Context: an optimization exercise on an open-source flow, tuned for small area, a short achievable clock period and few clock cycles. The choices shown serve that exercise and are no tape-out recipe.
The RTL was checked by simulation tests, not by an equivalence proof against the original design.
Power and IR drop assume default switching activity.

==> flow/design.v (outline; a module is shown in full before it is edited, if it fits) <==
// module matrix_mult_pipelined_10: 2585 lines
// module mm10_fa: 4 lines
module matrix_mult_pipelined_10 #(parameter DATA_WIDTH = 8)(
    input clk,
    input rst,
    input in_valid,
    input [7:0] in_data,
    output reg in_ready,
    output reg out_valid,
    output reg [2*DATA_WIDTH-1:0] out_data
);
  // ...
==> flow/flow/run.sh <==
#!/bin/bash
# Standard layout (the standard.sh: unchanged synthesis and steps), with
# repair_timing asked to keep a larger setup slack than the default, so the
# resizer also speeds up paths that already meet the 10 ns clock.
bash standard.sh SETUP_SLACK_MARGIN=6.8 finish > standard.log 2>&1
==> flow/standard.sh <==
#!/bin/bash
# synth_recipe.tcl (not shown) runs the flow's synth.tcl, then flattens the netlist and writes it again
# the make line also repeats each setting of config.mk as NAME=value (left out here)
make -C /OpenROAD-flow-scripts/flow DESIGN_CONFIG=/design/flow/config.mk WORK_HOME=/design/flow/orfs CLKGATE_MAP_FILE= SYNTH_SCRIPT=/design/flow/synth_recipe.tcl "${@:-finish}"
==> flow/config.mk <==
export PLATFORM = sky130hd
export DESIGN_NAME = matrix_mult_pipelined_10
export DESIGN_NICKNAME = matrix_mult_pipelined_10
export VERILOG_FILES = /design/flow/design.v
export SDC_FILE = /design/flow/constraint.sdc
export NUM_CORES = 4
export LEC_CHECK = 0
export CAP_MARGIN = 20
export CORE_MARGIN = 2
export CORE_UTILIZATION = 72
export CTS_CLUSTER_DIAMETER = 100
export CTS_CLUSTER_SIZE = 25
export PLACE_DENSITY = 0.8
export SLEW_MARGIN = 20
export SYNTH_HIERARCHICAL = 1
export SYNTH_MINIMUM_KEEP_SIZE = 0
==> flow/constraint.sdc <==
create_clock -name core_clock -period 10.0 [get_ports {clk}]
set_input_delay 2.0000 -clock core_clock [delete_from_list [all_inputs] [get_ports {clk}]]
set_output_delay 2.0000 -clock core_clock [all_outputs]
set_load 0.01 [all_outputs]
==> impl_metrics.ini, run 1 <==
[final_layout]
n_antenna_cell = 2
drive_above_1_share_pct = 7.97
layout_commonest_cell = dfxtp_1
multi_input_area_share_pct = 27.3
most-common-layout-cells = 1,869 x dfxtp_1, 649 x nand2_1, 588 x fa_1
nonClkBufAreaFrac_pct = 0.703

[pwr]
cellLeakagePower_nw = 21.1
netSwitchingPower_mw = 2.53
ir_worst_vdd_uv = 262
internal-power_mw = 9.82
pwr-share-seq_pct = 65.7
p_per_area_mw_per_mm2 = 194

[yosys]
synth_nets = 4511
synth_simple_gate_area_share_pct = 4.96
synth_top_area_cell = dfxtp_1
ys_warn_count = 10
avgSynthCellArea_um2 = 15.4

[timing]
fmax_ghz = 0.280
finalHoldWorstSlack_ps = 298
tightest_slew_ps = 1140
setup_viol = 0
period_needed_ps = 3570
finClkSkew_ps = 87.6

[detailed_routing]
routed_wl_um = 141000
via_per_inst = 5.69
drt-met1-wl_um = 52200
firstDrtPassIters = 6
ant_nets = 0
met2_length_um = 68500

[run]
cap_violations = 0

[clock_tree]
clk_pin_slew_ps = 110

[floorplan]
fp.dieH_um = 292
die-area_mm2 = 0.0852

[global_route]
grt_pass1_vias = 31200
track_usage_pct = 33.7

[worst_setup_path]
cp.arrival_ps = 4170

[run_status]
status = timing/DRC/antenna clean

[placed_design]
globalplace.congestion = 0.930
Testbench counts, summed over its fixed seeds: cycles 10,360.
==> run 2, diff against run 1 <==
--- a/flow/config.mk
+++ b/flow/config.mk
@@ -8,8 +8,8 @@
 export CAP_MARGIN = 20
 export CORE_MARGIN = 2
-export CORE_UTILIZATION = 72
+export CORE_UTILIZATION = 65
 export CTS_CLUSTER_DIAMETER = 100
 export CTS_CLUSTER_SIZE = 25
-export PLACE_DENSITY = 0.8
+export PLACE_DENSITY = 0.75
 export SLEW_MARGIN = 20
 export SYNTH_HIERARCHICAL = 1
==> run 2 against run 1 <==
  * Die area increased by 11%
  * Core utilization fell by 8.1 points
  * Non-clock buffer count decreased by 20
  * Flip-flop and latch count unchanged
  * Highest routed layer is now met4
  * Sequential power is essentially flat
  * Worst setup slack improved by 380 ps
  * Final area shrank 0.38%
  * Largest cell class unchanged
==> impl_metrics.ini, run 2 <==
[run_status]
status = timing/DRC/antenna clean

[floorplan]
die_x_um = 307
row_count = 111
die-area_mm2 = 0.0942
initial_core_util_pct = 65.3
fp.dieH_um = 307
pin_count = 29
core_area_mm2 = 0.0914

[timing]
period_needed_ps = 3190
finClkSkew_ps = 28.5
final_max_slew_viol_count = 0
rsz0062_at_grt = true
fin_tns_setup_ps = 0
setup_viol = 0
finalHoldWorstSlack_ps = 316
report.final.hold_viol_count = 0
tightest_slew_ps = 1030
post-route-period-util_pct = 31.9
relSlewSlack_pct = 31.3
fmax_ghz = 0.314

[detailed_routing]
drc = 0
firstDrtPassIters = 5
vias = 26100
via_per_inst = 5.19
ant_nets = 0
wl_per_cell_um = 22.5
dr.first_iter.drc_count = 1919
routed_wl_um = 114000

[pwr]
cellLeakagePower_nw = 21.0
power_mw = 12.1
ir_worst_vdd_uv = 187
p_per_area_mw_per_mm2 = 192

[yosys]
netlist_top_cells_area = dfxtp_1 64%, fa_1 20%, nand2_1 4.1%
ys_warn_count = 10
synth_cell_type_count = 57
synth_nets = 4511
avgSynthCellArea_um2 = 15.4
syn_area_mm2 = 0.0597
syn_inst = 3868
ys_async_sr_fraction_pct = 1.44
synth-edff-count = 80
synth_top_area_cell = dfxtp_1
synth-seq-area-share_pct = 69.4
synth_seq_cells = 2020
synth_top_area_share_pct = 64.1
ys.flop_type = dfxtp_1
synth_commonest_cells = 1,911 x dfxtp_1, 649 x nand2_1, 593 x fa_1, 172 x clkbuf_1, 92 x inv_1
yosysMostFrequentCell = dfxtp_1

[worst_setup_path]
critPathKind = reg -> reg
crit_path_end_kind = flip-flop
cp_slowest_cell = dfxtp_1
crit_top_cell = fa_1
path_cells = nand2_1, fa_1, fa_1, fa_1, fa_1
path_buf_inv = 0
crit_family = adder cells
required_ps = 10540
cp.arrival_ps = 3730
start_kind = flip-flop
cp_max_fo = 9
max_stage_delay_ps = 740

[run]
cap_violations = 0

[global_route]
grt_pass1_vias = 28000
track_usage_pct = 25.2
overflow = 0
antenna_found_initial = 3
grt_pass1_wl_um = 172000
grt_max_degree = 60

[hold_path]
hp-class = reg -> reg

[clock_tree]
cts-buffers-inserted = 90
cts.sinks = 2020
clk_pin_slew_ps = 90
cts-root-buf = clkbuf_16
h-tree-depth = 3
tritoncts = done
clk_latency_ps = 700
cts.path.max_buffers = 3

[placed_design]
io_buffers = 28
dp_hpwl_um = 81000
globalplace.congestion = 0.937

[final_layout]
most-common-layout-cells = 1,890 x dfxtp_1, 649 x nand2_1, 592 x fa_1
drive_above_1_share_pct = 6.73
nNetsFinal = 4462
layout_commonest_cell = dfxtp_1
reg_top3 = ra x800, rb x800, ah x80
area_delta_synth_final_pct = 6.03
## run 2: worst register-to-register path, stage by stage (launching register included)
cell,delay [ps]
dfxtp_1,740
nand2_1,180
fa_1,590
fa_1,460
fa_1,560
fa_1,530
## run 2: modules after synthesis, one instance, submodules excluded
module	cells	cell area (µm²)	flops+latches	times used
mm10_fa	1	20.0	0	592
matrix_mult_pipelined_10	3276	47800	2020	1
## run 2: where the power goes
| group | internal, mW | switching (mW) |
|---|---|---|
| clock | 1.69 | 2.32 |
| combinational | 0.00777 | 0.00594 |
| sequential | 8.09 | 0.0200 |
| total | 9.79 | 2.34 |
## run 2: kinds of logic after synthesis
group	count (synthesis)	share of synthesized area, %
flops	2020	69.4
simple gates	739	4.96
fa+ha+maj	632	20.7
buf+inv	270	1.72
mux	94	1.76
compound gates	66	0.778
xor+xnor	47	0.702
## run 2: final timing paths
path | startpoint | to | slack [ps] | depth (start not counted)
max | rb[0][1]$_DFF_P_ | q1593$_DFF_P_ | 6810 | 5
min | rb[11][0]$_DFF_P_ | rb[12][0]$_DFF_P_ | 320 | 0
max reg2reg | rb[0][1]$_DFF_P_ | q1593$_DFF_P_ | 6810 | 5
min reg2reg | rb[11][0]$_DFF_P_ | rb[12][0]$_DFF_P_ | 320 | 0
max in group asynchronous | rst | ix_t[3]$_DFFE_PP0P_ | 7920 | 2
min in group asynchronous | rst | vp[1]$_DFF_PP0_ | 1690 | 2
## run 2: repair_timing
action,in CTS,in global routing
pin swaps,1,5
buffers inserted,1,0
hold buffers,0,0
endpoints found under the setup margin,20,77
cloned,0,0
gates resized for setup,78,22
## run 2: layout make-up
cell class,count,area (µm²)
repair buffers,37,268
inverters,92,345
well taps,1186,1480
multi-input cells,1578,17300
flip-flops and latches,2020,41400
clock inverters,5,76.3
clock buffers,118,2380
diodes,1,2.50
fillers,5911,28100
## run 2: per-stage QoR
stage          instances  instance area [µm²]  utilization (%)  setup slack, ps
2_1_floorplan       3868                59700                -             7080
3_3_place_gp        4912                60800             66.6             6450
3_5_place_dp        4912                60800             66.6             6410
4_1_cts             5036                63200             69.2             6770
5_1_grt             5036                63300             69.2             6750
6_report            5037                63300             69.2             6810
## run 2: per-layer routing
layer,vias up,global-route usage [%],part of all wire (%)
met5,-,0,0
met4,0,11.4,5.4
met3,255,4.45,6.2
met2,936,40.8,47
met1,13300,33.7,41
li1,11700,-,-

==> what the ideal ports hide <==
Ports are ideal in the flow. The routed layouts listed here were re-timed in OpenROAD. Step 1 (the two cells are an assumption about what drives the block):
set clk [get_ports {clk}]
set_driving_cell -lib_cell sky130_fd_sc_hd__clkbuf_16 $clk
set_driving_cell -lib_cell sky130_fd_sc_hd__buf_2 [delete_from_list [all_inputs] $clk]
Step 2 times the ports against the registers' clock, not the clock port: input delays grow and output delays shrink by t, the midpoint of the rising clock arrivals with the driver on. Slacks: ideal / step 1 / step 2; pairs: ideal / step 1.
run | shift t [ns] | setup WS [ns] | pins driven straight from the clock port
run 1 | 0.760 | 6.427 / 6.427 / 6.286 | 1
run 2 | 0.756 | 6.811 / 6.741 / 6.395 | 1
After both steps every run listed still meets setup and hold. The setup slack of run 2, which loses most, moves by -0.070 ns with the drivers and by -0.416 ns with both steps.
